What follows belongs to an exercise in optimizing a design on an open flow for small area, a short achievable clock period and few clock cycles; a production flow would make more cautious choices.
No activity file was given, so power comes from the tool's default toggle rates.

## run A
==> module SME, before the edit <==
module SME(clk,reset,chardata,isstring,ispattern,valid,match,match_index);
input clk;
input reset;
input [7:0] chardata;
input isstring;
input ispattern;
output match;
output [4:0] match_index;
output valid;
reg [7:0] str [0:31];
reg [31:0] d;
reg dn;                
reg [4:0] len_m1;      
reg [4:0] base;        
reg str_r, pat_r, anch;
reg valid_r, match_r;
reg [4:0] idx_r;
wire first = ~pat_r;
wire is_beg = (chardata == 8'h5E);
wire is_end = (chardata == 8'h24);
wire is_any = (chardata == 8'h2E);
wire [7:0] cc = {chardata[7:3], chardata[2] & ~is_end, chardata[1:0]};
integer i;
always @(posedge clk) begin
    if (isstring) begin
        str[0] <= chardata;
        for (i = 1; i < 32; i = i + 1)
            str[i] <= str[i-1];
    end
end
wire [31:0] eq, sp;
genvar g;
generate
    for (g = 0; g < 32; g = g + 1) begin : stage
        SME_eq8 u_eq (.a(str[g]), .b(cc), .eq(eq[g]));
        SME_sp u_sp (.a(str[g]), .sp(sp[g]));
    end
endgenerate
reg [31:0] mask, begok, x;
always @(*) begin
    for (i = 0; i < 32; i = i + 1)
        mask[i] = (i <= len_m1);
    for (i = 0; i < 32; i = i + 1) begin
        begok[i] = mask[i] & ((i == 31) ? 1'b1 : (~mask[i+1] | sp[i+1]));
        x[i] = first ? mask[i] : anch ? begok[i] : ((i == 31) ? 1'b0 : d[i+1]);
    end
end
always @(posedge clk) begin
    d <= x & (eq | {32{is_any}});
    dn <= is_end & d[0];
    anch <= first & is_beg;
    if (ispattern)
        base <= first ? (is_beg ? len_m1 + 5'd1 : len_m1) : base - 5'd1;
    if (isstring)
        len_m1 <= str_r ? len_m1 + 5'd1 : 5'd0;
end
always @(posedge clk or posedge reset) begin
    if (reset) begin
        str_r <= 1'b0;
        pat_r <= 1'b0;
        valid_r <= 1'b0;
    end else begin
        str_r <= isstring;
        pat_r <= ispattern;
        valid_r <= pat_r & ~ispattern;
    end
end
function [4:0] pe32;
    input [31:0] v;
    reg [15:0] a1; reg [15:0] i1;
    reg [7:0] a2; reg [15:0] i2;
    reg [3:0] a3; reg [11:0] i3;
    reg [1:0] a4; reg [7:0] i4;
    integer k;
    begin
        for (k = 0; k < 16; k = k + 1) begin
            a1[k] = v[2*k+1] | v[2*k];
            i1[k] = v[2*k+1] | ~v[2*k];
        end
        for (k = 0; k < 8; k = k + 1) begin
            a2[k] = a1[2*k+1] | a1[2*k];
            i2[2*k+:2] = (a1[2*k+1] | ~a1[2*k]) ? {1'b1, i1[2*k+1]} : {1'b0, i1[2*k]};
        end
        for (k = 0; k < 4; k = k + 1) begin
            a3[k] = a2[2*k+1] | a2[2*k];
            i3[3*k+:3] = (a2[2*k+1] | ~a2[2*k]) ? {1'b1, i2[4*k+2+:2]} : {1'b0, i2[4*k+:2]};
        end
        for (k = 0; k < 2; k = k + 1) begin
            a4[k] = a3[2*k+1] | a3[2*k];
            i4[4*k+:4] = (a3[2*k+1] | ~a3[2*k]) ? {1'b1, i3[6*k+3+:3]} : {1'b0, i3[6*k+:3]};
        end
        pe32 = (a4[1] | ~a4[0]) ? {1'b1, i4[7:4]} : {1'b0, i4[3:0]};
    end
endfunction
always @(posedge clk) begin
    match_r <= (|d) | dn;
    idx_r <= base - pe32(d);
end
assign valid = valid_r;
assign match = match_r;
assign match_index = idx_r;
endmodule
==> module SME_sp, before the edit <==
module SME_sp(a, sp);
input [7:0] a;
output sp;
assign sp = (a == 8'h20);
endmodule
make LEC_CHECK=0 CAP_MARGIN=20 CORE_MARGIN=2 CORE_UTILIZATION=60 SETUP_SLACK_MARGIN=3.5 SLEW_MARGIN=20 SYNTH_HIERARCHICAL=1 finish   # period 6.5 ns
run.sh (not shown) runs the stock make flow with config.mk's settings and CLKGATE_MAP_FILE= SYNTH_SCRIPT=/design/flow/synth_recipe.tcl, a recipe that flattens the netlist after the stock synthesis.
Run A completed end to end with timing, DRC and antenna clean.
[inputs] run B vs run A
==> flow/design.v <==
module SME(clk,reset,chardata,isstring,ispattern,valid,match,match_index);
input clk;
input reset;
input [7:0] chardata;
input isstring;
input ispattern;
output match;
output [4:0] match_index;
output valid;
reg [7:0] str [0:31];
reg [32:0] d;          
reg dn;                
reg [4:0] len_m1;      
reg [3:0] m;           
reg [4:0] base;        
reg str_r, pat_r;
reg valid_r, match_r;
reg [4:0] idx_r;
wire first = ~pat_r;
wire is_beg = (chardata == 8'h5E);
wire is_end = (chardata == 8'h24);
wire is_any = (chardata == 8'h2E);
wire [7:0] cc = (is_beg | is_end) ? 8'h20 : chardata;
integer i;
always @(posedge clk) begin
    if (isstring) begin
        str[0] <= chardata;
        for (i = 1; i < 32; i = i + 1)
            str[i] <= str[i-1];
    end
end
reg [31:0] mask, pos0;
reg [32:0] d_next;
wire [31:0] eq;
genvar g;
generate
    for (g = 0; g < 32; g = g + 1) begin : cmp
        SME_eq8 u_eq (.a(str[g]), .b(cc), .eq(eq[g]));
    end
endgenerate
always @(*) begin
    for (i = 0; i < 32; i = i + 1) begin
        mask[i] = (i <= len_m1);
        pos0[i] = (i == 0) ? 1'b0 : (mask[i-1] & ~mask[i]);    
    end
    for (i = 0; i < 32; i = i + 1)
        d_next[i] = ((first | d[i+1]) & (is_any | eq[i]) & mask[i]) | (first & is_beg & pos0[i]);
    d_next[32] = first & is_beg & mask[31];
end
reg [3:0] m_next;
always @(*) begin
    m_next = m;
    if (ispattern)
        m_next = first ? {3'd0, ~is_beg} : m + 4'd1;
end
always @(posedge clk) begin
    d <= d_next;
    dn <= is_end & d[0];
    m <= m_next;
    base <= len_m1 + 5'd1 - {1'b0, m_next};
    if (isstring)
        len_m1 <= str_r ? len_m1 + 5'd1 : 5'd0;
end
always @(posedge clk or posedge reset) begin
    if (reset) begin
        str_r <= 1'b0;
        pat_r <= 1'b0;
        valid_r <= 1'b0;
    end else begin
        str_r <= isstring;
        pat_r <= ispattern;
        valid_r <= pat_r & ~ispattern;
    end
end
function [4:0] pe32;
    input [31:0] x;
    reg [15:0] a1; reg [15:0] i1;
    reg [7:0] a2; reg [15:0] i2;
    reg [3:0] a3; reg [11:0] i3;
    reg [1:0] a4; reg [7:0] i4;
    integer k;
    begin
        for (k = 0; k < 16; k = k + 1) begin
            a1[k] = x[2*k+1] | x[2*k];
            i1[k] = x[2*k+1] | ~x[2*k];
        end
        for (k = 0; k < 8; k = k + 1) begin
            a2[k] = a1[2*k+1] | a1[2*k];
            i2[2*k+:2] = (a1[2*k+1] | ~a1[2*k]) ? {1'b1, i1[2*k+1]} : {1'b0, i1[2*k]};
        end
        for (k = 0; k < 4; k = k + 1) begin
            a3[k] = a2[2*k+1] | a2[2*k];
            i3[3*k+:3] = (a2[2*k+1] | ~a2[2*k]) ? {1'b1, i2[4*k+2+:2]} : {1'b0, i2[4*k+:2]};
        end
        for (k = 0; k < 2; k = k + 1) begin
            a4[k] = a3[2*k+1] | a3[2*k];
            i4[4*k+:4] = (a3[2*k+1] | ~a3[2*k]) ? {1'b1, i3[6*k+3+:3]} : {1'b0, i3[6*k+:3]};
        end
        pe32 = (a4[1] | ~a4[0]) ? {1'b1, i4[7:4]} : {1'b0, i4[3:0]};
    end
endfunction
always @(posedge clk) begin
    match_r <= (|d[31:0]) | dn;
    idx_r <= base - pe32(d[31:0]);
end
assign valid = valid_r;
assign match = match_r;
assign match_index = idx_r;
endmodule
module SME_eq8(a, b, eq);
input [7:0] a;
input [7:0] b;
output eq;
assign eq = (a == b);
endmodule
In run B, count of clock-buffer cells in the layout is lower than in run A.
Relative to run A, the summed instance area of the synthesized netlist measured on run B has decreased by a few percent.
Of run A and run B, run A shows the lower depth of the critical timing path with buffers and inverters included, with run B above it.
From run A to run B the numbers moved as follows: leakage power figure rose by 9.6%, wire length on met3 saw an increase, multi-input logic area +4.2%, initial antenna violation count now sits higher.
The signed area change from the synthesized netlist to the final layout in run B sits 8.5 points above the value recorded for run A.
NOTE: overall routed net length in run B exceeds that of run A
Run B vs run A — fmax dropped by a little under 10%
Looking at the reports, run B completed the entire flow and the layout it produced met the timing, DRC and antenna checks.
Number of standard cells after synthesis (lower): run B
Run B vs run A: worst-case vdd ir drop up by a few percent
The final reports for run B and run A show combinational group share of total power higher in the former.
Function was not checked in any run of this note: the RTL went through the layout flow alone.

## static timing again, ports no longer ideal
The results above use ideal ports. As a check the final layouts listed here were re-extracted and re-timed, cells and wires unchanged. Step 1 assumes that a clkbuf_16 drives the clock port and a buf_2 every other input. Step 2 times the ports against the registers' clock, not the clock port: input delays grow and output delays shrink by t, the midpoint of the rising clock arrivals with the driver on. Three values: ideal ports, drivers, drivers and shift; two values: the first two.
run | t (ns) | setup slack, ns | worst hold slack (ns)
run A | 0.554 | 3.546 / 3.549 / 2.994 | 0.471 / 0.471 / 0.471
run B | 0.556 | 3.314 / 3.307 / 2.750 | 0.462 / 0.462 / 0.462
After both steps setup and hold are still met in every run listed. The setup slack of run B, which loses most, moves by -0.007 ns with the drivers and by -0.564 ns with both steps.
